Source: an optimization exercise on an open RTL-to-GDS flow (aim: small area, a short achievable clock period and few clock cycles). Production flows keep margins and buffers that such runs may drop.
The RTL was checked by simulation tests, not by an equivalence proof against the original design.

==> job 7120: inputs <==
Design ysyx_22041412_mdu, start of the top module:
module ysyx_22041412_mdu(
  input         clk,
  input         rst,
  input         valid_i,
  input  [2:0]  func3_i,
  input         word_i,
  input  [63:0] a_i,
  input  [63:0] b_i,
  output        ready_o,
  output [63:0] result_o
);
  localparam [2:0] S_IDLE = 3'd0, S_MUL = 3'd1, S_ABS = 3'd2, S_DIV = 3'd3,
                   S_FIXR = 3'd4, S_FIXQ = 3'd5, S_DONE = 3'd6;
  reg  [2:0]  state;
  reg  [2:0]  nstate;
  reg         align;       
  reg  [6:0]  cnt;         
  reg  [69:0] X;           
  reg  [67:0] Y;           
  reg  [64:0] M;           
  reg         hi_r;        
  reg         word_r;
  reg         rem_r;       
  reg         negq_r;      
  reg         negr_r;      
  reg         one0r, two0, neg0r, one1, two1, neg1, cin1;
  reg         dsgn_r;      
  reg         fixr_r;      
  reg         am_r, ad_r, af_r;    
  wire idle   = (state == S_IDLE);
  wire is_div = func3_i[2];
  wire sgn_d = ~func3_i[0];                                    
  wire sa    = is_div ? sgn_d : (func3_i[1:0] != 2'b11);        
  wire sb    = is_div ? sgn_d : ~func3_i[1];                    
  wire wdiv  = word_i & is_div;
  wire [63:0] ap = wdiv   ? {{32{sa & a_i[31]}}, a_i[31:0]} : a_i;
  wire [63:0] bp = word_i ? {{32{sb & b_i[31]}}, b_i[31:0]} : b_i;
  wire ea = sa & ap[63];
  wire eb = sb & bp[63];
  wire bzero = ~|bp;
  wire [15:0] bgrp;
  genvar gi, gj;
  generate for (gi = 0; gi < 16; gi = gi + 1) begin : g_bgrp
    assign bgrp[gi] = (bp[4*gi+3:4*gi] == {4{eb}});
  end endgenerate
  wire [31:0] rest_zero;
  assign rest_zero[31:17] = {15{1'b1}};
  assign rest_zero[0]     = 1'b0;
  generate for (gi = 1; gi < 17; gi = gi + 1) begin : g_rz
    assign rest_zero[gi] = (&bgrp[15:gi]) & (bp[4*gi-1] == eb);
  end endgenerate
  wire [6:0] cnt1 = cnt + 7'd1;
  wire mul_fin = rest_zero[cnt1[4:0]];
  ...
Settings: LEC_CHECK=0, CAP_MARGIN=20, CORE_MARGIN=2, CORE_UTILIZATION=30, PLACE_DENSITY=0.55, SLEW_MARGIN=20; clock period 6.0 ns.
run.sh (not shown) runs the stock make flow with config.mk's settings and CLKGATE_MAP_FILE= SYNTH_SCRIPT=/design/flow/synth_recipe.tcl, a recipe that flattens the netlist after the stock synthesis.
==> job 8687: changes against job 7120 <==
--- a/flow/design.v
+++ b/flow/design.v
@@ -21,14 +21,11 @@
   reg         hi_r;        
   reg         word_r;
   reg         rem_r;       
   reg         negq_r;      
   reg         negr_r;      
-  reg         one0r, two0, neg0r, one1, two1, neg1, cin1;
-  reg         dsgn_r;      
-  reg         fixr_r;      
-  reg         am_r, ad_r, af_r;    
+  reg         one0, two0, neg0, one1, two1, neg1, cin1;
   wire idle   = (state == S_IDLE);
   wire is_div = func3_i[2];
   wire sgn_d = ~func3_i[0];                                    
   wire sa    = is_div ? sgn_d : (func3_i[1:0] != 2'b11);        
   wire sb    = is_div ? sgn_d : ~func3_i[1];                    
@@ -72,43 +69,26 @@
   wire [63:0] v16 = {X[47:0], Y[67:52]};
   wire [63:0] v4  = {X[59:0], Y[67:64]};
   wire pok    = ~X[69] & dnz;
   wire skip16 = pok & ~|X[63:48] & ~|(v16 & hm) & (cnt <= 7'd48);
   wire skip4  = pok & ~|X[63:60] & ~|(v4  & hm) & (cnt <= 7'd60);
-  wire one0 = one0r | (fixr_r & X[69]);
-  wire neg0 = neg0r ^ (dsgn_r & X[69]);
   wire [65:0] pp0 = (({M[64], M} & {66{one0}}) | ({M, 1'b0} & {66{two0}})) ^ {66{neg0}};
   wire [65:0] pp1 = (({M[64], M} & {66{one1}}) | ({M, 1'b0} & {66{two1}})) ^ {66{neg1}};
-  wire [69:0] acc = am_r ? {{4{X[69]}}, X[69:4]} :
-                    ad_r ? {X[68:0], Y[67]} :
-                    af_r ? X ^ {70{negr_r}} :
-                           {6'd0, ~Y[67:4]};      
+  reg [69:0] acc;
+  always @(*) begin
+    case (state)
+      S_MUL:   acc = {{4{X[69]}}, X[69:4]};
+      S_DIV:   acc = {X[68:0], Y[67]};
+      S_FIXR:  acc = X ^ {70{negr_r}};
+      default: acc = {6'd0, ~Y[67:4]};      
+    endcase
+  end
   wire [69:0] t0 = {{4{pp0[65]}}, pp0};
   wire [69:0] t1 = {{2{pp1[65]}}, pp1, neg1, neg0};
   wire [69:0] cs_s = acc ^ t0 ^ t1;
   wire [69:0] cs_c = {((acc[68:0] & t0[68:0]) | (acc[68:0] & t1[68:0]) | (t0[68:0] & t1[68:0])), neg1};
-  wire [70:0] ax = {cs_s, 1'b1};
-  wire [70:0] bx = {cs_c, cin1};
-  wire [70:0] g0 = ax & bx, p0 = ax ^ bx;
-  wire [70:0] G [0:7];
-  wire [70:0] P [0:7];
-  assign G[0] = g0;
-  assign P[0] = p0;
-  genvar l, bi;
-  generate for (l = 0; l < 7; l = l + 1) begin : g_lv
-    for (bi = 0; bi < 71; bi = bi + 1) begin : g_bt
-      if (((bi >> l) & 1) == 1) begin : g_op
-        localparam integer J = ((bi >> l) << l) - 1;
-        assign G[l+1][bi] = G[l][bi] | (P[l][bi] & G[l][J]);
-        assign P[l+1][bi] = P[l][bi] & P[l][J];
-      end else begin : g_pass
-        assign G[l+1][bi] = G[l][bi];
-        assign P[l+1][bi] = P[l][bi];
-      end
-    end
-  end endgenerate
-  wire [70:0] sum_w = p0 ^ {G[7][69:0], 1'b0};
+  wire [70:0] sum_w = {cs_s, 1'b1} + {cs_c, cin1};
   wire [69:0] sum = sum_w[70:1];
   wire a_neg = ap[63];
   wire b_neg = bp[63];
   reg  next_align;
   always @(*) begin
@@ -128,22 +108,23 @@
         end
       end
       S_ABS: nstate = S_DIV;
       S_DIV: begin
         if (skip16 ? (cnt == 7'd48) : skip4 ? (cnt == 7'd60) : (cnt == 7'd63)) begin
-          if (rem_r) nstate = S_FIXR;
+          if (rem_r) nstate = (negr_r | (~(skip16 | skip4) & sum[69])) ? S_FIXR : S_DONE;
           else       nstate = negq_r ? S_FIXQ : S_DONE;
         end
       end
       S_FIXR: nstate = S_DONE;
       S_FIXQ: nstate = S_DONE;
       default: nstate = S_IDLE;      
     endcase
   end
   reg [2:0] nc0, nc1;
   reg       ncin;
-  wire      bneg = idle ? eb : M[64];       
+  wire      bneg = M[64];            
+  wire      npneg = (state == S_DIV) ? (~(skip16 | skip4) & sum[69]) : 1'b0;    
   always @(*) begin
     nc0 = 3'b000; nc1 = 3'b000; ncin = 1'b0;
     case (nstate)
       S_MUL: if (!next_align) begin
         if (idle) begin
@@ -152,32 +133,27 @@
         end else begin
           nc0 = Y[5:3];
           nc1 = Y[7:5];
         end
       end
-      S_DIV: nc0 = bneg ? 3'b001 : 3'b110;        
+      S_DIV: nc0 = (npneg == (idle ? eb : bneg)) ? 3'b110 : 3'b001;   
       S_FIXR: begin
-        nc0 = (negr_r ^ bneg) ? 3'b111 : 3'b000;  
+        if (npneg) nc0 = (negr_r ^ bneg) ? 3'b110 : 3'b001;
         ncin = negr_r;
       end
       S_ABS, S_FIXQ: ncin = 1'b1;
       default: ;
     endcase
   end
   always @(posedge clk) begin
-    one0r  <= (nc0 == 3'b001) | (nc0 == 3'b010) | (nc0 == 3'b101) | (nc0 == 3'b110);
-    two0   <= (nc0 == 3'b011) | (nc0 == 3'b100);
-    neg0r  <= (nc0 == 3'b100) | (nc0 == 3'b101) | (nc0 == 3'b110) | (nc0 == 3'b111 && nstate == S_FIXR);
-    one1   <= (nc1 == 3'b001) | (nc1 == 3'b010) | (nc1 == 3'b101) | (nc1 == 3'b110);
-    two1   <= (nc1 == 3'b011) | (nc1 == 3'b100);
-    neg1   <= (nc1 == 3'b100) | (nc1 == 3'b101) | (nc1 == 3'b110);
-    cin1   <= ((nc1 == 3'b100) | (nc1 == 3'b101) | (nc1 == 3'b110)) | ncin;
-    dsgn_r <= (nstate == S_DIV);
-    fixr_r <= (nstate == S_FIXR);
-    am_r   <= (nstate == S_MUL);
-    ad_r   <= (nstate == S_DIV);
-    af_r   <= (nstate == S_FIXR);
+    one0 <= (nc0 == 3'b001) | (nc0 == 3'b010) | (nc0 == 3'b101) | (nc0 == 3'b110);
+    two0 <= (nc0 == 3'b011) | (nc0 == 3'b100);
+    neg0 <= (nc0 == 3'b100) | (nc0 == 3'b101) | (nc0 == 3'b110);
+    one1 <= (nc1 == 3'b001) | (nc1 == 3'b010) | (nc1 == 3'b101) | (nc1 == 3'b110);
+    two1 <= (nc1 == 3'b011) | (nc1 == 3'b100);
+    neg1 <= (nc1 == 3'b100) | (nc1 == 3'b101) | (nc1 == 3'b110);
+    cin1 <= ((nc1 == 3'b100) | (nc1 == 3'b101) | (nc1 == 3'b110)) | ncin;
   end
   always @(posedge clk) begin
     if (idle) begin
       M      <= is_div ? {eb, bp} : {ea, ap};
       word_r <= word_i;
==> job 6598: changes against job 7120 <==
==> flow/design.v (replaced) <==
module ysyx_22041412_mdu(
  input         clk,
  input         rst,
  input         valid_i,
  input  [2:0]  func3_i,
  input         word_i,
  input  [63:0] a_i,
  input  [63:0] b_i,
  output        ready_o,
  output [63:0] result_o
);
  localparam [2:0] S_IDLE = 3'd0, S_MUL = 3'd1, S_ABS = 3'd2, S_DIV = 3'd3,
                   S_FIXR = 3'd4, S_FIXQ = 3'd5, S_DONE = 3'd6;
  reg  [2:0]  state;
  reg  [2:0]  nstate;
  reg         align;       
  reg  [6:0]  cnt;         
  reg  [69:0] X;           
  reg  [67:0] Y;           
  reg  [64:0] M;           
  reg         hi_r;        
  reg         word_r;
  reg         rem_r;       
  reg         negq_r;      
  reg         negr_r;      
  reg         one0r, two0, neg0r, one1, two1, neg1, cin1;
  reg         dsgn_r;      
  reg         fixr_r;      
  reg         am_r, ad_r, af_r;    
  wire idle   = (state == S_IDLE);
  wire is_div = func3_i[2];
  wire sgn_d = ~func3_i[0];                                    
  wire sa    = is_div ? sgn_d : (func3_i[1:0] != 2'b11);        
  wire sb    = is_div ? sgn_d : ~func3_i[1];                    
  wire wdiv  = word_i & is_div;
  wire [63:0] ap = wdiv   ? {{32{sa & a_i[31]}}, a_i[31:0]} : a_i;
  wire [63:0] bp = word_i ? {{32{sb & b_i[31]}}, b_i[31:0]} : b_i;
  wire ea = sa & ap[63];
  wire eb = sb & bp[63];
  wire bzero = ~|bp;
  wire [15:0] bgrp;
  genvar gi, gj;
  generate for (gi = 0; gi < 16; gi = gi + 1) begin : g_bgrp
    assign bgrp[gi] = (bp[4*gi+3:4*gi] == {4{eb}});
  end endgenerate
  wire [31:0] rest_zero;
  assign rest_zero[31:17] = {15{1'b1}};
  assign rest_zero[0]     = 1'b0;
  generate for (gi = 1; gi < 17; gi = gi + 1) begin : g_rz
    assign rest_zero[gi] = (&bgrp[15:gi]) & (bp[4*gi-1] == eb);
  end endgenerate
  wire [6:0] cnt1 = cnt + 7'd1;
  wire mul_fin = rest_zero[cnt1[4:0]];
  wire [63:0] dp = M[63:0] ^ {64{M[64]}};
  wire [7:0]  gor;
  generate for (gi = 0; gi < 8; gi = gi + 1) begin : g_gor
    assign gor[gi] = |dp[8*gi+7:8*gi];
  end endgenerate
  wire [7:0] gabove;           
  assign gabove[7] = 1'b0;
  generate for (gi = 0; gi < 7; gi = gi + 1) begin : g_gab
    assign gabove[gi] = |gor[7:gi+1];
  end endgenerate
  wire [63:0] hm;              
  generate for (gi = 0; gi < 8; gi = gi + 1) begin : g_hmg
    for (gj = 0; gj < 8; gj = gj + 1) begin : g_hmb
      if (gj == 7) assign hm[8*gi+gj] = ~gabove[gi];
      else         assign hm[8*gi+gj] = ~(gabove[gi] | (|dp[8*gi+7:8*gi+gj+1]));
    end
  end endgenerate
  wire dnz = |gor;             
  wire [63:0] v16 = {X[47:0], Y[67:52]};
  wire [63:0] v4  = {X[59:0], Y[67:64]};
  wire pok    = ~X[69] & dnz;
  wire skip16 = pok & ~|X[63:48] & ~|(v16 & hm) & (cnt <= 7'd48);
  wire skip4  = pok & ~|X[63:60] & ~|(v4  & hm) & (cnt <= 7'd60);
  wire one0 = one0r | (fixr_r & X[69]);
  wire neg0 = neg0r ^ (dsgn_r & X[69]);
  wire [65:0] pp0 = (({M[64], M} & {66{one0}}) | ({M, 1'b0} & {66{two0}})) ^ {66{neg0}};
  wire [65:0] pp1 = (({M[64], M} & {66{one1}}) | ({M, 1'b0} & {66{two1}})) ^ {66{neg1}};
  wire [69:0] acc = am_r ? {{4{X[69]}}, X[69:4]} :
                    ad_r ? {X[68:0], Y[67]} :
                    af_r ? X ^ {70{negr_r}} :
                           {6'd0, ~Y[67:4]};      
  wire [69:0] t0 = {{4{pp0[65]}}, pp0};
  wire [69:0] t1 = {{2{pp1[65]}}, pp1, neg1, neg0};
  wire [69:0] cs_s = acc ^ t0 ^ t1;
  wire [69:0] cs_c = {((acc[68:0] & t0[68:0]) | (acc[68:0] & t1[68:0]) | (t0[68:0] & t1[68:0])), neg1};
  wire [70:0] ax = {cs_s, 1'b1};
  wire [70:0] bx = {cs_c, cin1};
  wire [70:0] sum_w;
  ysyx_22041412_add71 u_add (.a(ax), .b(bx), .s(sum_w));
  wire [69:0] sum = sum_w[70:1];
  wire a_neg = ap[63];
  wire b_neg = bp[63];
  reg  next_align;
  always @(*) begin
    nstate     = state;
    next_align = align;
    case (state)
      S_IDLE: begin
        next_align = 1'b0;
        if (valid_i) nstate = is_div ? (ea ? S_ABS : S_DIV) : S_MUL;
      end
      S_MUL: begin
        if (align && cnt <= 7'd13) begin
          if (cnt == 7'd13) nstate = S_DONE;
        end else begin
          if (mul_fin) next_align = 1'b1;
          if (cnt == 7'd16) nstate = S_DONE;
        end
      end
      S_ABS: nstate = S_DIV;
      S_DIV: begin
        if (skip16 ? (cnt == 7'd48) : skip4 ? (cnt == 7'd60) : (cnt == 7'd63)) begin
          if (rem_r) nstate = S_FIXR;
          else       nstate = negq_r ? S_FIXQ : S_DONE;
        end
      end
      S_FIXR: nstate = S_DONE;
      S_FIXQ: nstate = S_DONE;
      default: nstate = S_IDLE;      
    endcase
  end
  reg [2:0] nc0, nc1;
  reg       ncin;
  wire      bneg = idle ? eb : M[64];       
  always @(*) begin
    nc0 = 3'b000; nc1 = 3'b000; ncin = 1'b0;
    case (nstate)
      S_MUL: if (!next_align) begin
        if (idle) begin
          nc0 = {bp[1], bp[0], 1'b0};
          nc1 = bp[3:1];
        end else begin
          nc0 = Y[5:3];
          nc1 = Y[7:5];
        end
      end
      S_DIV: nc0 = bneg ? 3'b001 : 3'b110;        
      S_FIXR: begin
        nc0 = (negr_r ^ bneg) ? 3'b111 : 3'b000;  
        ncin = negr_r;
      end
      S_ABS, S_FIXQ: ncin = 1'b1;
      default: ;
    endcase
  end
  always @(posedge clk) begin
    one0r  <= (nc0 == 3'b001) | (nc0 == 3'b010) | (nc0 == 3'b101) | (nc0 == 3'b110);
    two0   <= (nc0 == 3'b011) | (nc0 == 3'b100);
    neg0r  <= (nc0 == 3'b100) | (nc0 == 3'b101) | (nc0 == 3'b110) | (nc0 == 3'b111 && nstate == S_FIXR);
    one1   <= (nc1 == 3'b001) | (nc1 == 3'b010) | (nc1 == 3'b101) | (nc1 == 3'b110);
    two1   <= (nc1 == 3'b011) | (nc1 == 3'b100);
    neg1   <= (nc1 == 3'b100) | (nc1 == 3'b101) | (nc1 == 3'b110);
    cin1   <= ((nc1 == 3'b100) | (nc1 == 3'b101) | (nc1 == 3'b110)) | ncin;
    dsgn_r <= (nstate == S_DIV);
    fixr_r <= (nstate == S_FIXR);
    am_r   <= (nstate == S_MUL);
    ad_r   <= (nstate == S_DIV);
    af_r   <= (nstate == S_FIXR);
  end
  always @(posedge clk) begin
    if (idle) begin
      M      <= is_div ? {eb, bp} : {ea, ap};
      word_r <= word_i;
      rem_r  <= func3_i[1];
      hi_r   <= is_div ? func3_i[1] : (func3_i[1:0] != 2'b00);
      negq_r <= sgn_d & (a_neg ^ b_neg) & ~bzero;
      negr_r <= sgn_d & a_neg;
    end
  end
  always @(posedge clk) begin
    X    <= sum;
    Y    <= {X[3:0], Y[67:4]};
    cnt  <= cnt1;
    case (state)
      S_IDLE: begin
        X   <= 70'd0;
        cnt <= 7'd0;
        Y   <= is_div ? {ap, 4'd0} : {{4{eb}}, bp};
      end
      S_MUL: begin
        if (align && cnt <= 7'd13) begin
          X   <= {{16{X[69]}}, X[69:16]};
          Y   <= {X[15:0], Y[67:16]};
          cnt <= cnt + 7'd4;
        end
      end
      S_ABS: begin
        X   <= 70'd0;
        cnt <= 7'd0;
        Y   <= {sum[63:0], 4'd0};
      end
      S_DIV: begin
        if (skip16) begin
          X   <= {X[53:0], Y[67:52]};
          Y   <= {Y[51:4], 20'd0};
          cnt <= cnt + 7'd16;
        end else if (skip4) begin
          X   <= {X[65:0], Y[67:64]};
          Y   <= {Y[63:4], 8'd0};
          cnt <= cnt + 7'd4;
        end else begin
          Y   <= {Y[66:4], ~sum[69], 4'd0};
        end
      end
      S_FIXQ: Y <= {sum[63:0], 4'd0};
      default: ;
    endcase
  end
  always @(posedge clk) begin
    if (rst) begin
      state <= S_IDLE;
      align <= 1'b0;
    end else begin
      state <= nstate;
      align <= next_align;
    end
  end
  wire [63:0] res = hi_r ? X[63:0] : Y[67:4];
  assign ready_o  = (state == S_DONE);
  assign result_o = word_r ? {{32{res[31]}}, res[31:0]} : res;
endmodule
module ysyx_22041412_add71(
  input  [70:0] a,
  input  [70:0] b,
  output [70:0] s
);
  wire [70:0] g0 = a & b, p0 = a ^ b;
  wire [70:0] G [0:7];
  wire [70:0] P [0:7];
  assign G[0] = g0;
  assign P[0] = p0;
  genvar l, bi;
  generate for (l = 0; l < 7; l = l + 1) begin : g_lv
    for (bi = 0; bi < 71; bi = bi + 1) begin : g_bt
      if (((bi >> l) & 1) == 1) begin : g_op
        localparam integer J = ((bi >> l) << l) - 1;
        assign G[l+1][bi] = G[l][bi] | (P[l][bi] & G[l][J]);
        assign P[l+1][bi] = P[l][bi] & P[l][J];
      end else begin : g_pass
        assign G[l+1][bi] = G[l][bi];
        assign P[l+1][bi] = P[l][bi];
      end
    end
  end endgenerate
  assign s = p0 ^ {G[7][69:0], 1'b0};
endmodule
- SETUP_SLACK_MARGIN: default -> 2.0
- SYNTH_HIERARCHICAL: default -> 1
- SYNTH_MINIMUM_KEEP_SIZE: default -> 0
==> notes.md <==
* Status: no timing/DRC/antenna violations
* Max-cap viol count at 0
* Crit-path max FO at 15
* Max-slew violations at 0
* # fillers at 10,100
* Sequential-to-total area share from yosys stat at between 15 and 20%
* Final Skew at 0.0259 ns
* Postcts setup bufs at 0
* Critical Path Max Stage Delay at 0.57 ns
* Hold WS at 0.563 ns
* R2R setup slack at around 0.13 ns
* Storage element area at 0.00523 mm^2
* Hold Startpoint: cnt[4]$_DFF_P_
* Cell Count, Final, Fillers Out at 5,474
* CTS Sinks at 223
[end of results for job 8687]
==> notes.md <==
* Multi-input combinational area share at around 62%
* Postcts setup bufs at 70
* Cell Count, Final, Fillers Out at between 5,000 and 6,000
* Max-slew violations at 2
* Dpl cells at 5,170
* Max-cap viol count at 1
* CTS Sinks at 226
* Hold WS at 0.639 ns
* Failing layout criteria: max-capacitance violations, max-slew violations
* Crit-path max FO at 6
* Status: complete, but fails checks
* Critical Path Max Stage Delay at 0.58 ns
[end of results for job 6598]
==> notes.md <==
* CTS Sinks at 226
* Status: no timing/DRC/antenna violations
* Hold Startpoint: cnt[4]$_DFF_P_
* Buf+Inv Stages, Crit Path at 8
* Seq_cells at roughly 230
* Hold WS at 0.541 ns
* Post-synthesis cell type count at 96
* 1st-iter DRT viols at between 4,000 and 5,000
* CTS max path bufs at 3
* Synth top area cells: dfxtp_1 11%, edfxtp_1 7.9%, xnor2_1 7.6%
* N_taps at ~1,300
* # fillers at roughly 10,000
* Max-slew violations at 0
* Critical Path Max Stage Delay at around 0.76 ns
* Cell Count, Final, Fillers Out at roughly 5,300
* Final Skew at 0.0230 ns
* Sequential-to-total area share from yosys stat at 18.6%
* Max-cap viol count at 0
* Post_cts resized at 6
* R2R setup slack at 0.17 ns
[end of results for job 7120]
Testbench counts of job 7120, summed over its fixed seeds: cycles 61,237.
Testbench counts of job 8687, summed over its fixed seeds: cycles 60,683.
Testbench counts of job 6598, summed over its fixed seeds: cycles 61,237.

==> port drivers added, routing unchanged <==
In the flow no input, the clock included, has a driving cell. The finished layouts below were timed again as built, in two steps.
Step 1 sets driving cells, clkbuf_16 on the clock port and buf_2 on the other inputs (assumed; they add their load-dependent delay and slew).
Step 2 moves the port delays by t, midway between the first and last clock arrival at a register: inputs arrive t later, outputs are due t later. That takes back most of the time a late clock gives input paths.
Slacks: ideal / step 1 / step 2; pairs: ideal / step 1.
run	shift t [ns]	setup WS [ns]	hold slack, ns	latest minus earliest clock arrival (ns)	slew at the worst register clock pin (ns)
job 7120	0.647	0.167 / 0.167 / 0.162	0.541 / 0.541 / 0.541	0.023 / 0.023	0.07 / 0.07
job 8687	0.639	0.134 / 0.134 / 0.039	0.563 / 0.563 / 0.563	0.026 / 0.025	0.07 / 0.07
job 6598	0.683	0.330 / 0.330 / 0.330	0.639 / 0.639 / 0.639	0.031 / 0.032	0.07 / 0.07
For job 8687, which loses most, drivers alone change the setup slack by 0.000 ns; drivers and shift together by -0.095 ns.
